This design comes from an exercise in tuning for small area, a short achievable clock period and few clock cycles per item on the open sky130 flow, not from production work. Function was checked by simulation only, so behaviour that the tests miss may differ from the original. No activity file was given, so power comes from the tool's default toggle rates.

v18:
==> flow/design.v (excerpt) <==
module ebpc_encoder
  (
   input logic               clk_i,
   input logic               rst_ni,
   input logic [DATA_W-1:0]  data_i,
   input logic               last_i,
   input logic               vld_i,
   output logic              rdy_o,
   output logic              idle_o,
   output logic [DATA_W-1:0] znz_data_o,
   output logic              znz_last_o,
   output logic              znz_vld_o,
   input logic               znz_rdy_i,
   output logic [DATA_W-1:0] bpc_data_o,
   output logic              bpc_last_o,
   output logic              bpc_vld_o,
   input logic               bpc_rdy_i,
   output logic              blk_done_o
   );
For scale: roughly 1200 cells after synthesis.
==> flow/config.mk <==
export PLATFORM = sky130hd
export DESIGN_NAME = ebpc_encoder
export DESIGN_NICKNAME = ebpc_encoder
export VERILOG_FILES = /design/flow/design.v
export SDC_FILE = /design/flow/constraint.sdc
export NUM_CORES = 4
export LEC_CHECK = 0
export CAP_MARGIN = 20
export CORE_MARGIN = 2
export CORE_UTILIZATION = 55
export CTS_CLUSTER_DIAMETER = 100
export CTS_CLUSTER_SIZE = 25
export GPL_ROUTABILITY_DRIVEN = 0
export PLACE_DENSITY = 0.7
export SLEW_MARGIN = 20
==> flow/constraint.sdc <==
create_clock -name core_clock -period 12.0 [get_ports {clk_i}]
set_input_delay 2.4000 -clock core_clock [delete_from_list [all_inputs] [get_ports {clk_i}]]
set_output_delay 2.4000 -clock core_clock [all_outputs]
set_load 0.01 [all_outputs]
standard.sh (not shown) runs the stock make flow with config.mk's settings and CLKGATE_MAP_FILE= SYNTH_SCRIPT=/design/flow/synth_recipe.tcl, a recipe that flattens the netlist after the stock synthesis.
==> flow/flow/run.sh <==
#!/bin/bash
# Standard layout, with repair_timing asked for extra setup slack against
# the design's own constraints (same SDC, same clock period).
cp standard.sh standard_copy.sh.txt 2>/dev/null
export SETUP_SLACK_MARGIN=8.6
bash standard.sh > standard_flow.log 2>&1
v18: all stages complete, timing, DRC and antenna checks passed
Testbench counts of v18, summed over its fixed seeds: cycles 28,903, words 28,155.
> inputs changed (v18 -> v31)
Settings: GPL_ROUTABILITY_DRIVEN removed (was 0).
--- a/flow/flow/run.sh
+++ b/flow/flow/run.sh
@@ -5,2 +5,3 @@
 export SETUP_SLACK_MARGIN=8.6
+export CTS_ARGS="-sink_clustering_enable -repair_clock_nets -sink_clustering_size 25 -sink_clustering_max_diameter 100 -dont_use_dummy_load -sink_clustering_levels 1"
 bash standard.sh > standard_flow.log 2>&1
--- outcome ---
- v31 vs v18, total of clock buffers placed in the layout went down by 8.
- v31 vs v18 — cell count dropped slightly
- Diff v31..v18 | via count | negligible
- v18 -> v31: number of tap cells inserted delta 0, exact match
- In terms of transition time at the pin with the least slew margin, v18 and v31 differ only marginally.
- Compared to v18, v31 has minimum clock period 0.0071 ns higher.
- Changes observed in v31 relative to v18: logic gate share of total power now larger; global-route usage comparable; wire length comparable; area growth from synthesis to layout now smaller; power now smaller.
> inputs changed (v31 -> v21)
--- a/flow/flow/run.sh
+++ b/flow/flow/run.sh
@@ -5,3 +5,2 @@
 export SETUP_SLACK_MARGIN=8.6
-export CTS_ARGS="-sink_clustering_enable -repair_clock_nets -sink_clustering_size 25 -sink_clustering_max_diameter 100 -dont_use_dummy_load -sink_clustering_levels 1"
 bash standard.sh > standard_flow.log 2>&1
==> notes.md <==
v21 reached the end of the flow, and the finished layout is clean on the timing, DRC and antenna checks.
On sequential power, v21 tracks v31 almost exactly.
Re final critical delay including setup and external delays: v21 and v31 aren't equal, and the higher value belongs to v31.
Diff v21..v31 | total number of cells along the worst setup path | unchanged
On DRC marker count from the first detailed-route iteration, the lower figure sits with v31, not v21.
The actual transition at the worst max-transition pin was comparable across v21 and v31.
Of v21 and v31, v31 shows the higher number of filler cells placed in the layout, with v21 below it.
| cell area | v21 vs v31 | about 0.4% higher |
Taking v31 as the reference, in v21 global-route wire length before repair stayed essentially flat; die height stayed essentially flat; fmax stayed essentially flat; via count stayed essentially flat.
> inputs changed (v21 -> v59)
Settings: setting ABC_AREA to 1 for the first time.
--- a/flow/flow/run.sh
+++ b/flow/flow/run.sh
@@ -5,2 +5,3 @@
 export SETUP_SLACK_MARGIN=8.6
+export CTS_ARGS="-sink_clustering_enable -repair_clock_nets -sink_clustering_size 25 -sink_clustering_max_diameter 100 -dont_use_dummy_load"
 bash standard.sh > standard_flow.log 2>&1
Measured against each other, v21 and v59 differ in buffering overhead, the lower figure coming from v21.
Comparing v21 and v59, tap cell instance count is higher on v21.
v21 → v59: worst slack after detailed placement closely matched the old numbers, multi-input gate share of the layout cell area decreased by 3.8 points relative to the old numbers.
v59 reached the final stage; the timing, DRC and antenna checks on its layout passed.
Edits applied to the flow inputs when going from v59 to v15:
Settings: changing CORE_UTILIZATION from 55 to 65; changing PLACE_DENSITY from 0.7 to 0.8.
Results
Re total die area: v15 is about 15% down on v59. Across both runs, worst slack at placement was lower for v15 than for v59. Going from v59 to v15, area share of buffers outside the clock network up 0.20 points; number of global-route vias before repair flat; minimum clock period down 0.031 ns; net switching power flat.

==> static timing again, ports no longer ideal <==
In the flow no input, the clock included, has a driving cell. The finished layouts below were timed again as built, in two steps.
Step 1, drivers: a clkbuf_16 drives clk_i and a buf_2 each remaining input, both assumed.
Step 2 adds t to the input delays and takes it off the output delays; t is the mean of the earliest and latest rising clock arrival at the registers after step 1. Input paths then give back, and output paths get back, about the clock's delay inside the block.
Three values: no drivers, after step 1, after step 2; two values: the first two.
run	shift t [ns]	setup slack, ns	hold slack, ns	worst register clock-pin slew, ns
v18	0.544	8.532 / 8.484 / 8.161	0.483 / 0.483 / 0.483	0.10 / 0.10
v31	0.534	8.525 / 8.477 / 8.170	0.483 / 0.483 / 0.483	0.10 / 0.10
v21	0.544	8.532 / 8.484 / 8.161	0.483 / 0.483 / 0.483	0.10 / 0.10
v59	0.522	8.545 / 8.498 / 8.216	0.479 / 0.479 / 0.479	0.10 / 0.10
v15	0.518	8.575 / 8.530 / 8.187	0.488 / 0.488 / 0.488	0.10 / 0.10
After both steps setup and hold are still met in every run listed. For v15, which loses most, drivers alone change the setup slack by -0.045 ns; drivers and shift together by -0.388 ns.
